What follows belongs to an exercise in optimizing a design on an open flow for small area, a short achievable clock period and few clock cycles; a production flow would make more cautious choices.
The RTL was checked by simulation tests, not by an equivalence proof against the original design.
Power is estimated from default activity; no workload was simulated.

==> design/flow/design.v <==
module pipeline (
	input  wire        clk,
	input  wire        rst_n,
	output wire [31:0] imem_addr,
	input  wire [31:0] imem_rdata,
	output reg  [31:0] dmem_addr,
	output reg  [31:0] dmem_wdata,
	output reg         dmem_we,
	output reg         dmem_byte,
	input  wire [31:0] dmem_rdata
);
	reg  [31:0] pc;
	reg         e_wen, e_load, e_store, e_br, e_jalr, e_link, e_pred, e_jal4;
	reg         e_alu, e_sub, e_sra, e_byte;
	reg  [2:0]  e_f3;
	reg  [4:0]  e_rd;
	reg  [31:0] e_a, e_b, e_aux;
	reg         w_wen, w_load, w_lb;
	reg  [4:0]  w_rd;
	reg  [31:0] rf [1:31];
	assign imem_addr = pc;
	wire [31:0] inst = imem_rdata;
	wire [4:0]  rs1 = inst[19:15];
	wire [4:0]  rs2 = inst[24:20];
	wire [4:0]  rd  = inst[11:7];
	wire [2:0]  f3  = inst[14:12];
	wire d_jal   = inst[3];
	wire d_jalr  = inst[6] & inst[2] & ~inst[3];
	wire d_br    = inst[6] & ~inst[2];
	wire d_lui   = ~inst[6] & inst[2];
	wire d_load  = ~inst[5] & ~inst[4];
	wire d_store = ~inst[6] & inst[5] & ~inst[4];
	wire d_opimm = ~inst[5] & inst[4];
	wire d_op    = inst[5] & inst[4] & ~inst[2];
	wire d_use1  = ~d_lui & ~d_jal;
	wire d_use2  = d_op | d_br | d_store;
	wire d_wr    = d_op | d_opimm | d_load | d_lui | d_jal | d_jalr;
	wire d_wen   = d_wr & (rd != 5'd0);
	wire d_alu   = d_op | d_opimm;
	wire d_sub   = d_br | (d_alu & ~f3[2] & f3[1]) | (d_op & inst[30] & (f3 == 3'b000));
	wire [31:0] e_bx  = e_b ^ {32{e_sub}};
	wire [31:0] e_sum = e_a + e_bx + {31'd0, e_sub};
	wire        e_sd  = e_a[31] ^ e_b[31];
	wire        e_lt  = e_sd ? e_a[31] : e_sum[31];
	wire        e_ltu = e_sd ? e_b[31] : e_sum[31];
	wire        e_eq  = (e_a == e_b);
	wire [2:0]  e_rsel = e_alu ? e_f3 : 3'b000;
	wire        e_left = ~e_f3[2];
	wire [4:0]  e_sh   = e_b[4:0];
	reg  [31:0] e_srev;
	integer k;
	always @(*) for (k = 0; k < 32; k = k + 1) e_srev[k] = e_a[31 - k];
	wire [31:0] e_sin  = e_left ? e_srev : e_a;
	wire        e_fill = e_sra & e_a[31] & ~e_left;
	wire [31:0] e_sr   = $signed({e_fill, e_sin}) >>> e_sh;
	reg  [31:0] e_srr;
	always @(*) for (k = 0; k < 32; k = k + 1) e_srr[k] = e_sr[31 - k];
	wire [31:0] e_shift = e_left ? e_srr : e_sr;
	reg  [31:0] e_alu_out;
	always @(*) begin
		case (e_rsel)
			3'b000: e_alu_out = e_sum;
			3'b001: e_alu_out = e_shift;
			3'b010: e_alu_out = {31'd0, e_lt};
			3'b011: e_alu_out = {31'd0, e_ltu};
			3'b100: e_alu_out = e_a ^ e_b;
			3'b101: e_alu_out = e_shift;
			3'b110: e_alu_out = e_a | e_b;
			default: e_alu_out = e_a & e_b;
		endcase
	end
	wire [31:0] e_res = e_link ? e_aux : e_alu_out;
	wire e_cond  = e_f3[2] ? (e_f3[1] ? e_ltu : e_lt) : e_eq;
	wire e_taken = e_cond ^ e_f3[0];
	wire redirect = e_jalr | (e_br & (e_taken ^ e_pred));
	wire [31:0] e_target = e_jalr ? {e_sum[31:1], 1'b0} : e_aux;
	wire [31:0] w_data = w_load ? (w_lb ? {24'd0, dmem_rdata[31:24]} : dmem_rdata) : dmem_addr;
	wire fe1 = e_wen & (e_rd == rs1);
	wire fw1 = w_wen & (w_rd == rs1);
	wire fe2 = e_wen & (e_rd == rs2);
	wire fw2 = w_wen & (w_rd == rs2);
	reg  [31:0] rf1, rf2;
	integer r;
	always @(*) begin
		rf1 = 32'd0;
		rf2 = 32'd0;
		for (r = 1; r < 32; r = r + 1) begin
			rf1 = rf1 | (rf[r] & {32{rs1 == r}});
			rf2 = rf2 | (rf[r] & {32{rs2 == r}});
		end
	end
	wire [31:0] rs1v = fe1 ? e_res : fw1 ? w_data : rf1;
	wire [31:0] rs2v = fe2 ? e_res : fw2 ? w_data : rf2;
	wire stall = e_load & e_wen & ((d_use1 & (e_rd == rs1)) | (d_use2 & (e_rd == rs2)));
	wire go    = ~redirect & ~stall;
	wire [31:0] imm_b_op = d_lui ? {inst[31:12], 12'd0}
	                             : {{20{inst[31]}}, inst[31:25], d_store ? inst[11:7] : inst[24:20]};
	wire [31:0] imm_pc = {{12{inst[31]}},
	                      inst[3] ? inst[19:12] : {8{inst[31]}},
	                      inst[3] ? inst[20] : inst[2] ? inst[31] : inst[7],
	                      inst[30:25],
	                      inst[2] ? inst[24:21] : inst[11:8],
	                      inst[2] & ~inst[3] & inst[20]};
	wire [31:0] pc_tgt = pc + imm_pc;
	wire [31:0] pc_4   = pc + 32'd4;
	wire        d_jalr_k = d_jalr & e_jal4 & (e_rd == rs1);
	wire        d_br4  = (inst[31:25] == 7'd0) & (inst[11:7] == 5'b00100);
	wire        d_pred = d_jal | (d_br & inst[31]) | d_jalr_k;
	wire        d_jal4 = d_jal & (inst[31:12] == 20'h00400);
	always @(posedge clk or negedge rst_n) begin
		if (!rst_n) begin
			pc <= 32'd0; e_jal4 <= 1'b0;
			e_wen <= 1'b0; e_load <= 1'b0; e_store <= 1'b0; e_br <= 1'b0; e_jalr <= 1'b0;
			dmem_we <= 1'b0; w_wen <= 1'b0;
		end else begin
			if (redirect)    pc <= e_target;
			else if (!stall) pc <= d_pred ? {pc_tgt[31:1], pc_tgt[0] & ~d_jalr} : pc_4;
			e_wen   <= go & d_wen;
			e_load  <= go & d_load;
			e_store <= go & d_store;
			e_br    <= go & d_br & ~d_br4;
			e_jalr  <= go & d_jalr & ~d_jalr_k;
			e_jal4  <= go & d_jal4 & d_wen;
			dmem_we <= e_store;
			w_wen   <= e_wen;
		end
	end
	always @(posedge clk) begin
		e_link <= d_jal | d_jalr;
		e_pred <= d_pred;
		e_alu  <= d_alu;
		e_sub  <= d_sub;
		e_sra  <= inst[30];
		e_byte <= ~f3[1];
		e_f3   <= f3;
		e_rd   <= rd;
		e_a    <= d_lui ? 32'd0 : rs1v;
		e_b    <= (d_op | d_br) ? rs2v : imm_b_op;
		e_aux  <= d_store ? rs2v : (d_br & ~inst[31]) ? pc_tgt : pc_4;
		dmem_addr  <= e_res;
		dmem_wdata <= e_aux;
		dmem_byte  <= e_byte;
		w_rd   <= e_rd;
		w_load <= e_load;
		w_lb   <= e_byte;
		if (w_wen) rf[w_rd] <= w_data;
	end
endmodule
==> design/flow/flow/run.sh <==
#!/bin/bash
set -euo pipefail
export SETUP_SLACK_MARGIN=5.5
export BUFFER_PORTS_ARGS="-buffer_cell sky130_fd_sc_hd__buf_2"
bash standard.sh > standard_flow.log 2>&1
==> design/flow/standard.sh <==
#!/bin/bash
# synth_recipe.tcl (not shown) runs the flow's synth.tcl, then flattens the netlist and writes it again
# the make line also repeats each setting of config.mk as NAME=value (left out here)
make -C /OpenROAD-flow-scripts/flow DESIGN_CONFIG=/design/flow/config.mk WORK_HOME=/design/flow/orfs CLKGATE_MAP_FILE= SYNTH_SCRIPT=/design/flow/synth_recipe.tcl "${@:-finish}"
==> design/flow/config.mk <==
export PLATFORM = sky130hd
export DESIGN_NAME = pipeline
export DESIGN_NICKNAME = pipeline
export VERILOG_FILES = /design/flow/design.v
export SDC_FILE = /design/flow/constraint.sdc
export NUM_CORES = 8
export LEC_CHECK = 0
export CAP_MARGIN = 20
export CELL_PAD_IN_SITES_DETAIL_PLACEMENT = 2
export CELL_PAD_IN_SITES_GLOBAL_PLACEMENT = 2
export CORE_MARGIN = 2
export CORE_UTILIZATION = 35
export CTS_CLUSTER_DIAMETER = 100
export CTS_CLUSTER_SIZE = 24
export SLEW_MARGIN = 20
==> design/flow/constraint.sdc <==
create_clock -name core_clock -period 10.0 [get_ports {clk}]
set_input_delay 2.0000 -clock core_clock [delete_from_list [all_inputs] [get_ports {clk}]]
set_output_delay 2.0000 -clock core_clock [all_outputs]
set_load 0.01 [all_outputs]
==> run notes, run 1 <==
Logic pwr share=32.7%; Placement Rows=152; CTS sink cnt=1,213; status=no timing/DRC/antenna violations; Yosys top cell area share=49.3%; Yosys warning count=1; clock power share=21.2%; Worst path depth=12; clock root cell=clkbuf_16; fillcell total=17.7k; share of synthesized registers carrying an async set or reset=3.30%; Vias per Instance=7.15; layout cell share with drive strength beyond 1=17.2%; top-count cell post-synth=edfxtp_1; # setup viols final=0; number of synthesized flops with an enable pin=992; Post-DRT Antenna Nets=0; number of max-cap violations=0; post-layout util=40.2%; final hold violation count=0; Critical Path AT=5.24 ns; H-Tree Level Count=3; Peak supply drop=160 uV; drt drc=0; largest net degree at the start of global routing=56; DP HPWL=231,000 microns; kind of critical path=input port to register; # IOs=164; DR WL/cell=48.0 microns; Fmax=218 MHz; worst-margin pin slew=1.23 ns; library cells used by synthesis=99; cells after synthesis=5,224; switching share of total power=39.5%; Layout Skew=0.0703 ns; P&R area growth vs syn=14.2%; first-pass GRT wire length=493,000 microns; worst-case clock buffer depth=3; clock latency on the worst-skew pair=0.76 ns; Worst Setup End Kind=register; RePlAce Congestion=0.968; setup slack after layout=5.42 ns; syn_nets=5,418; CTS tree=built; Global Route Usage Sum=41.3%; final critical-path share of the clock period=45.8%; Hold Path Class=register to register; clock-pin slew on the worst setup and hold paths=0.10 ns; critical path's largest stage delay=0.56 ns; ranking of synthesized cells by area=edfxtp_1 49%, a22oi_1 10%, dfxtp_1 6.0%; PortBufs=161; Die H=419 microns; Final Slew Violations=0; Syn Area/Cell=11.6 sq um; crit-path cells=buf_4 > nand3b_1 > buf_4 > nor2_4 > buf_6 > a22oi_1 > nand3_1 > nor3_1 > nand3_1 > o211ai_1 > o21a_1 > o21ai_0; drt pass-1 iters=10; setup tns final=0 ns; drt total wl=371,000 microns; Yosys top cell by area=edfxtp_1; via count=55.3k; setup slack at placement=3.84 ns; area of the core=172,000 sq um; Post-synth top cells=992 x edfxtp_1, 831 x a22oi_1, 495 x nand2_1; Required @ worst endpoint=10.66 ns; slowest stage cell, crit path=nor2_4; slew margin rel.=18.2%; die area=176,000 sq um; register area share after synthesis=57.0%; Yosys reg bits=1,213; total grt overflow=0; Starting Density=35.2%; CTS buffer count=66; hold path depth=0; Worst setup SP type=input port; Power Density=219 nW/um^2; Seq pwr share=46.1%; sw power=5.95 mW; synthesized area=60,400 sq um; initial antenna violation count=26; leakage dissipation=24.3 nW; Die Wd=419 microns; vias in the first global route=54.7k; Max FO, Critical Path=23; hold buffers post-CTS=0; initial DRC count=9,229; final layout net count=5,582; Main synth FF type=edfxtp_1; Internal=9.12 mW; min Tclk post-route=4.58 ns; delay-heaviest family, CP=compound AO/OA/AOI/OAI gates; CP Buf/Inv Count=3; reg2reg path depth=10; RSZ-0062 raised after global routing=yes
-- power groups by stage --
stage,Combinational [mW],Clock [mW],Sequential (mW)
detailed placement,4.60,0,7.04
finish,4.93,3.19,6.95
global route,5.16,3.34,6.96
floorplan,2.41,0,6.77
CTS,4.77,3.20,6.93
global placement,4.51,0,7.03
-- area by class of cell --
cell class	instances	area (sq um)	area share [%]
diodes	12	30.0	0.0436
clock buffers	76	1730	2.51
clock inverters	15	259	0.376
inverters	138	528	0.766
multi-input cells	3510	25600	37.2
flip-flops and latches	1213	34400	49.9
well taps	2310	2890	4.19
repair buffers	459	3460	5.02
-- placed cells by master, fill, tap and decap left out, types with 15 or more instances in the layout --
master and instances:
a211oi_1 30, a21o_1 42, a21oi_1 150, a221o_1 20
a221oi_1 33, a222oi_1 64, a22o_1 39, a22oi_1 829
a31oi_1 30, and2_1 18, and3_1 54, buf_2 151
buf_4 244, buf_6 42, clkbuf_16 67, dfrtp_1 39
dfxtp_1 172, edfxtp_1 992, ha_1 122, inv_1 132
mux2_2 33, mux2i_1 35, mux4_2 49, nand2_1 490
nand2b_1 15, nand3_1 158, nand4_1 63, nor2_1 209
nor2_4 90, nor3_1 89, nor4_1 57, o211ai_1 62
o21a_1 26, o21ai_0 136, o21ai_2 31, o31ai_1 19
or3_1 26, xnor2_1 51, xor2_1 73
-- worst register-to-register path: stages (launching register included) --
cell	delay [ns]
dfxtp_2	0.56
buf_8	0.43
mux4_1	0.74
mux4_2	0.50
nand2_1	0.10
o211ai_1	0.19
a32oi_1	0.46
o21ai_0	0.30
a21oi_1	0.58
o31ai_1	0.22
a221o_1	0.36
-- cells by family (layout without fill, tap and decap cells) --
group	after synthesis	after routing	synth area share, %
flip-flops	1213	1213	57.0
other	0	12	0
adder cells (fa/ha/maj)	128	128	2.68
multiplexers	132	132	3.51
AO/OA/AOI/OAI	1730	1730	20.9
AND/OR/NAND/NOR	1387	1387	10.7
XOR/XNOR	133	133	1.93
buffers and inverters	501	688	3.25
-- path summary, 6_finish.rpt --
| path | slack [ns] | from | to |
|---|---|---|---|
| setup / recovery | 5.42 | imem_rdata[22] | e_b[2]$_DFF_P_ |
| max in group asynchronous | 8.16 | rst_n | pc[21]$_DFFE_PN0P_ |
| setup reg to reg | 5.49 | e_f3[2]$_DFF_P_ | e_b[12]$_DFF_P_ |
| hold reg to reg | 0.35 | e_byte$_DFF_P_ | w_lb$_DFF_P_ |
| hold / removal | 0.35 | e_byte$_DFF_P_ | w_lb$_DFF_P_ |
| min in group asynchronous | 1.38 | rst_n | w_wen$_DFF_PN0_ |
-- metrics by stage --
stage / instance area (sq um) / total power [mW] / hold slack [ns] / cells
after detailed placement: 65400 / 11.6 / 0.314 / 7555
final: 69000 / 15.1 / 0.347 / 7733
after CTS: 68500 / 14.9 / 0.348 / 7705
after floorplan: 60500 / 9.18 / 0.310 / 5224
after global routing: 68900 / 15.5 / 0.360 / 7721
after global placement: 65400 / 11.5 / 0.315 / 7554
-- repair_timing --
item | in CTS | in global routing
endpoints found under the hold margin | 0 | 0
cloned | 0 | 0
setup endpoints to repair | 132 | 85
buffers inserted | 59 | 15
resized for setup | 147 | 63
pin swaps | 37 | 16
-- registers in the layout, indices dropped and copies added, names as in the netlist, 3 cells and up --
signal and flops:
w_rd 5, pc 32, e_b 32, e_f3 3, e_aux 32, dmem_wdata 32, e_rd 5, rf 992
e_a 32, dmem_addr 32
-- layer usage --
| metal | wire, microns | track usage (%) |
|---|---|---|
| met4 | 28200 | 24.9 |
| met5 | 166 | 0 |
| met1 | 135000 | 51.3 |
| met3 | 40500 | 10.3 |
| met2 | 167000 | 64.7 |
Testbench counts, summed over its fixed seeds: cycles 86,161.
==> run 2, diff against run 1 <==
--- a/design/flow/design.v
+++ b/design/flow/design.v
@@ -127,5 +127,5 @@
 	end
 	always @(posedge clk) begin
-		e_link <= d_jal | d_jalr;
+		e_link <= d_jal | d_jalr | d_lui;
 		e_pred <= d_pred;
 		e_alu  <= d_alu;
@@ -135,7 +135,7 @@
 		e_f3   <= f3;
 		e_rd   <= rd;
-		e_a    <= d_lui ? 32'd0 : rs1v;
+		e_a    <= rs1v;
 		e_b    <= (d_op | d_br) ? rs2v : imm_b_op;
-		e_aux  <= d_store ? rs2v : (d_br & ~inst[31]) ? pc_tgt : pc_4;
+		e_aux  <= d_store ? rs2v : d_lui ? {inst[31:12], 12'd0} : (d_br & ~inst[31]) ? pc_tgt : pc_4;
 		dmem_addr  <= e_res;
 		dmem_wdata <= e_aux;
==> run 2 against run 1 <==
Combinational power down 4.9%; critical endpoint is now e_a[3]$_DFF_P_; critical path depth unchanged; sequential share of layout area up 0.76 points; die area down 1.3%; power down 2.1%; still clean on timing, DRC and antenna; sequential power down 1%.
==> run notes, run 2 <==
status=no timing/DRC/antenna violations; # IOs=164; final layout net count=5,395; setup slack at placement=3.66 ns; Critical Path AT=5.25 ns; area of the core=169,000 sq um; delay-heaviest family, CP=simple AND/OR/NAND/NOR gates; Seq. cell area=34,400 sq um; Post-Layout Cell Count=7,448; commonest cells after routing, fill and taps aside=992 x edfxtp_1, 690 x a22oi_1, 329 x nand2_1; drt total wl=364,000 microns; Fmax=218 MHz; drt drc=0; DP HPWL=225,000 microns; crit-path cells=clkbuf_4 > or3b_2 > nor2_4 > buf_6 > buf_4 > a22o_1 > a221oi_1 > nand3_1 > nor2_1 > nand4_1 > o22ai_2 > mux2i_1; kind of critical path=input port to register; CTS buffer count=66; Yosys reg bits=1,213; number of max-cap violations=0; layout cell share with drive strength beyond 1=17.2%; setup slack after layout=5.42 ns; worst-case clock buffer depth=3; Required @ worst endpoint=10.67 ns; vias in the first global route=53.6k; drt pass-1 iters=8; Syn Area/Cell=11.8 sq um; Yosys warning count=1; RSZ-0062 raised after global routing=yes; initial DRC count=8,870; Post-DRT Antenna Nets=0; fillcell total=17.3k; Global Route Usage Sum=40.9%; worst-margin pin slew=1.21 ns; via count=53.9k; RePlAce Congestion=0.908; commonest non-fill, non-tap cell in the layout=edfxtp_1; slowest stage cell, crit path=or3b_2; hold buffers post-CTS=0; total grt overflow=0; DR WL/cell=48.9 microns; synthesized area=59,600 sq um; number of synthesized flops with an enable pin=992; CP Buf/Inv Count=3; Yosys top cell by area=edfxtp_1; hold_ws=0.349 ns; PortBufs=161; Main synth FF type=edfxtp_1; Layout Skew=0.0718 ns; Multi-input gate area=24,800 sq um; Starting Density=35.2%; launch point of the worst path=imem_rdata[18]; largest reg by FF count=rf; Power Density=217 nW/um^2; Peak supply drop=183 uV; Post-synth top cells=992 x edfxtp_1, 690 x a22oi_1, 334 x nand2_1; Yosys top cell area share=50.0%; clock root cell=clkbuf_16; largest net degree at the start of global routing=58; share of synthesized registers carrying an async set or reset=3.30%; Die Wd=417 microns; register area share after synthesis=57.7%; leakage dissipation=23.7 nW; Placement Rows=151; Max FO, Critical Path=15; Worst Setup End Kind=register; critical path's largest stage delay=0.62 ns; reg2reg start=e_f3[2]$_DFF_P_; top-count cell post-synth=edfxtp_1; library cells used by synthesis=81; Hold Path Class=register to register; slew margin rel.=19.1%; Hold Path Origin=e_byte$_DFF_P_; Worst setup SP type=input port; Vias per Instance=7.24; Die H=417 microns; ranking of synthesized cells by area=edfxtp_1 50%, a22oi_1 8.7%, dfxtp_1 6.1%; syn_nets=5,241; final critical-path share of the clock period=45.8%; final hold violation count=0; die area=174,000 sq um; H-Tree Level Count=3; cells after synthesis=5,047; initial antenna violation count=16; Final Slew Violations=0; placed cells=7,289; min Tclk post-route=4.58 ns; P&R area growth vs syn=14.0%; clock-pin slew on the worst setup and hold paths=0.09 ns; CTS tree=built; first-pass GRT wire length=484,000 microns; setup tns final=0 ns; clock latency on the worst-skew pair=0.79 ns; # setup viols final=0; CTS sink cnt=1,213; max reg flops=992
run 2: changes by cell type in the layout (fill, tap and decap cells not counted), sizes merged, moves of 18 or more:
cell | before | now
o21ai | 183 | 201
a221oi | 36 | 120
nand2 | 495 | 334
a22oi | 831 | 690
o22ai | 16 | 36
nor4 | 63 | 28
mux2i | 37 | 72
and3 | 55 | 31
a22o | 39 | 109
nand4 | 63 | 123
a31oi | 41 | 20
inv | 142 | 161
run 2: path summary, 6_finish.rpt:
kind                                      end  slack, ns  depth (start not counted)
min reg2reg                      w_lb$_DFF_P_       0.35                          0
max                            e_a[3]$_DFF_P_       5.42                         12
max in group asynchronous    e_jalr$_DFF_PN0_       8.13                          2
min in group asynchronous  pc[18]$_DFFE_PN0P_       1.36                          2
max reg2reg                   e_b[30]$_DFF_P_       5.61                         11
min                              w_lb$_DFF_P_       0.35                          0
run 2: report_power, final:
group	internal, mW	total, mW	switching (mW)
sequential	6.23	6.86	0.631
clock	1.28	3.20	1.92
combinational	1.50	4.69	3.19
total	9.01	14.8	5.74
run 2: cells by family after synthesis:
| family | count (synthesis) | synth area share (%) |
|---|---|---|
| compound gates | 1716 | 21.0 |
| flops | 1213 | 57.7 |
| simple gates | 1172 | 9.23 |
| buf+inv | 519 | 3.34 |
| mux | 164 | 4.02 |
| xor+xnor | 135 | 1.98 |
| fa+ha+maj | 128 | 2.71 |
run 2: area by class of cell:
type | count | share of cell area (%)
Tap cell | 2218 | 4.09
Antenna cell | 6 | 0.0221
Sequential cell | 1213 | 50.7
Timing Repair Buffer | 448 | 4.93
Clock inverter | 15 | 0.379
Multi-Input combinational cell | 3316 | 36.5
Clock buffer | 76 | 2.52
Inverter | 156 | 0.879
run 2: stage by stage:
step / util, % / cell area (sq um) / total power [mW]
2_1_floorplan: - / 59700 / 9.08
3_3_place_gp: 38.1 / 64600 / 11.3
3_5_place_dp: 38.2 / 64600 / 11.4
4_1_cts: 39.9 / 67500 / 14.6
5_1_grt: 40.1 / 67900 / 15.1
6_report: 40.1 / 67900 / 14.8
run 2: metal layers:
metal	vias to the layer above	global-route usage (%)	part of all wire, %
met4	14	25.3	7.8
met3	1152	9.74	11
met5	-	0	0.024
li1	20400	-	-
met1	28400	49.8	36
met2	3957	65.6	45
run 2: timing repair:
action / CTS / global route
pin swaps: 35 / 10
resized for setup: 106 / 78
cloned: 1 / 0
buffers inserted: 52 / 9
setup endpoints to repair: 134 / 87
Testbench counts of run 2, summed over its fixed seeds: cycles 86,161.
==> run 3, diff against run 2 <==
==> design/flow/flow/run.sh (replaced) <==
#!/bin/bash
set -euo pipefail
export SETUP_SLACK_MARGIN=5.75
export BUFFER_PORTS_ARGS="-buffer_cell sky130_fd_sc_hd__buf_2"
bash standard.sh > standard_flow.log 2>&1
==> run 3 against run 2 <==
Worst setup slack better by 0.27 ns; first-iteration DRC count is 1.9% lower; synthesized cell count stayed put; via count is 0.51% higher; critical path type unchanged; highest routed layer unchanged.
==> run notes, run 3 <==
drt drc=0; vias in the first global route=54.0k; Peak supply drop=124 uV; library cells used by synthesis=81; max reg flops=992; largest family of logic cells by synthesized area=compound AO/OA/AOI/OAI gates; area of the core=169,000 sq um; CTS tree=built; final layout net count=5,455; Internal=9.19 mW; post-synthesis mux area share=4.02%; post-layout util=40.8%; DR WL/cell=48.4 microns; synthesized area=59,600 sq um; ranking of synthesized cells by area=edfxtp_1 50%, a22oi_1 8.7%, dfxtp_1 6.1%; Layout Skew=0.0552 ns; cells after synthesis=5,047; # setup viols final=0; RePlAce Congestion=0.912; Starting Density=35.2%; Post-Synth Adder-Cell Area=2.71%; Post-Layout Cell Count=7,514; Power Density=218 nW/um^2; initial antenna violation count=20; status=no timing/DRC/antenna violations; initial DRC count=8,702; Worst Setup End Kind=register; Final Slew Violations=0; Yosys reg bits=1,213; Main synth FF type=edfxtp_1; leakage dissipation=24.2 nW; final hold violation count=0; # IOs=164; Seq pwr share=45.5%; fillcell total=17.2k; final critical-path share of the clock period=43.1%; Tot Pwr=15.1 mW; min Tclk post-route=4.31 ns; largest net degree at the start of global routing=65; first-pass GRT wire length=484,000 microns; drt pass-1 iters=8; placed cells=7,287; area fraction in compound gates after synthesis=21.0%; kind of critical path=input port to register; Fmax=232 MHz; simple-gate area share of the yosys netlist=9.23%; crit-path cells=buf_8 > or3b_4 > nor2_4 > buf_4 > buf_4 > a222oi_1 > nand3_1 > nor3_2 > nand3_1 > o211ai_1 > o21ai_2 > a21o_1; number of synthesized flops with an enable pin=992; clock power share=21.3%; Logic pwr share=33.2%; register area share after synthesis=57.7%; Post-synth top cells=992 x edfxtp_1, 690 x a22oi_1, 334 x nand2_1; die area=174,000 sq um; Required @ worst endpoint=10.61 ns; Die H=417 microns; Global Route Usage Sum=40.7%; layout cell share with drive strength beyond 1=19.2%; Critical Path AT=4.92 ns; Placement Rows=151; slowest stage cell, crit path=o211ai_1; CTS buffer count=66; clock-pin slew on the worst setup and hold paths=0.10 ns; commonest non-fill, non-tap cell in the layout=edfxtp_1; slew margin rel.=18.1%; clock latency on the worst-skew pair=0.77 ns; Hold Path Class=register to register; setup tns final=0 ns; Synth Area in XOR/XNOR=1.98%; share of synthesized registers carrying an async set or reset=3.30%; Yosys warning count=1; Post-DRT Antenna Nets=0; number of max-cap violations=0; Worst setup SP type=input port; syn_nets=5,241; top-count cell post-synth=edfxtp_1; switching share of total power=39.0%; DP HPWL=222,000 microns; CTS sink cnt=1,213; Yosys top cell area share=50.0%; P&R area growth vs syn=16.0%; total grt overflow=0; Max FO, Critical Path=14; largest reg by FF count=rf; Syn Area/Cell=11.8 sq um; critical path's largest stage delay=0.41 ns; PortBufs=161; commonest cells after routing, fill and taps aside=992 x edfxtp_1, 688 x a22oi_1, 327 x nand2_1; via count=54.2k; clock root cell=clkbuf_16; Vias per Instance=7.21; worst-case clock buffer depth=3; H-Tree Level Count=3; RSZ-0062 raised after global routing=yes; Die Wd=417 microns; sw power=5.88 mW; worst-margin pin slew=1.23 ns; drt total wl=363,000 microns; Yosys top cell by area=edfxtp_1
==> run 3: area by class of cell <==
cell class	count	area (sq um)	share of cell area [%]
timing repair buffer	508	4120	5.96
inverter	156	593	0.858
clock inverter	19	297	0.429
multi-input combinational	3316	25200	36.5
tap	2218	2780	4.01
sequential	1213	34400	49.8
antenna	9	22.5	0.0326
clock buffer	75	1710	2.47
==> run 3: through the flow <==
step                      hold slack (ns)  area (sq um)  worst slack (ns)
after floorplan                     0.310         59700              5.15
after global placement              0.318         64500              3.83
after detailed placement            0.316         64500              3.83
after CTS                           0.342         68200              5.69
after global routing                0.358         69100              5.68
final                               0.341         69100              5.69
==> run 3: worst paths after layout <==
path                       cells past startpoint  slack [ns]                 end            start
min in group asynchronous                      2        1.37  pc[29]$_DFFE_PN0P_            rst_n
setup reg to reg                              13        5.85  pc[14]$_DFFE_PN0P_  e_a[16]$_DFF_P_
setup / recovery                              12        5.69      e_b[5]$_DFF_P_   imem_rdata[22]
max in group asynchronous                      2        8.12    e_jalr$_DFF_PN0_            rst_n
hold / removal                                 0        0.34        w_lb$_DFF_P_   e_byte$_DFF_P_
hold reg to reg                                0        0.34        w_lb$_DFF_P_   e_byte$_DFF_P_
==> run 3: repair_timing <==
action / in CTS / in global routing
cloned: 3 / 4
buffers inserted: 92 / 25
pin swaps: 51 / 44
resized for setup: 207 / 122
hold buffers: 0 / 0
endpoints found under the setup margin: 141 / 99
hold endpoints to repair: 0 / 0
==> run 3: logic make-up (layout without fill, tap and decap cells) <==
logic type / count (synthesis) / in the layout
AOI/OAI and AO/OA: 1716 / 1716
buffers and inverters: 519 / 758
muxes: 164 / 165
and+or+nand+nor: 1172 / 1172
other: 0 / 9
xor gates and xnor gates: 135 / 135
adders and majority gates: 128 / 128
DFF: 1213 / 1213
==> run 3: worst max-delay path, delay by kind of cell <==
| kind | cells | cell delay (ns) |
|---|---|---|
| simple gates | 5 | 0.92 |
| compound gates | 4 | 1.40 |
| buf+inv | 3 | 0.54 |
==> run 3: power groups by stage <==
stage | Sequential (mW) | Clock (mW) | Combinational [mW]
after floorplan | 6.69 | 0 | 2.40
after global placement | 6.95 | 0 | 4.38
after detailed placement | 6.95 | 0 | 4.47
after CTS | 6.85 | 3.22 | 4.72
after global routing | 6.87 | 3.35 | 5.26
final | 6.86 | 3.21 | 5.00
==> run 3: metal layers <==
| metal | global-route usage [%] | vias to the layer above | wire length, microns | share of wire (%) |
|---|---|---|---|---|
| met1 | 49.9 | 28500 | 131000 | 36 |
| met3 | 8.92 | 1181 | 37600 | 10 |
| met5 | 0 | - | 106 | 0.029 |
| li1 | - | 20600 | - | - |
| met4 | 25.1 | 16 | 27800 | 7.6 |
| met2 | 65.3 | 3950 | 166000 | 46 |

[what the ideal ports hide]
The results above use ideal ports. As a check the final layouts listed here were re-extracted and re-timed, cells and wires unchanged. Step 1 sets driving cells, clkbuf_16 on the clock port and buf_2 on the other inputs (assumed; they add their load-dependent delay and slew). Step 2 moves the port delays by t, midway between the first and last clock arrival at a register: inputs arrive t later, outputs are due t later. That takes back most of the time a late clock gives input paths. a / b / c = ideal / step 1 / step 2; a / b = the first two.
| run | shift t [ns] | slack for setup (ns) | worst data-port slew with drivers (ns) |
|---|---|---|---|
| run 1 | 0.813 | 5.419 / 5.478 / 4.665 | 0.08 |
| run 2 | 0.841 | 5.421 / 5.481 / 4.640 | 0.08 |
| run 3 | 0.836 | 5.695 / 5.656 / 4.821 | 0.17 |
After both steps every run listed still meets setup and hold. For run 3, which loses most, drivers alone change the setup slack by -0.039 ns; drivers and shift together by -0.874 ns.
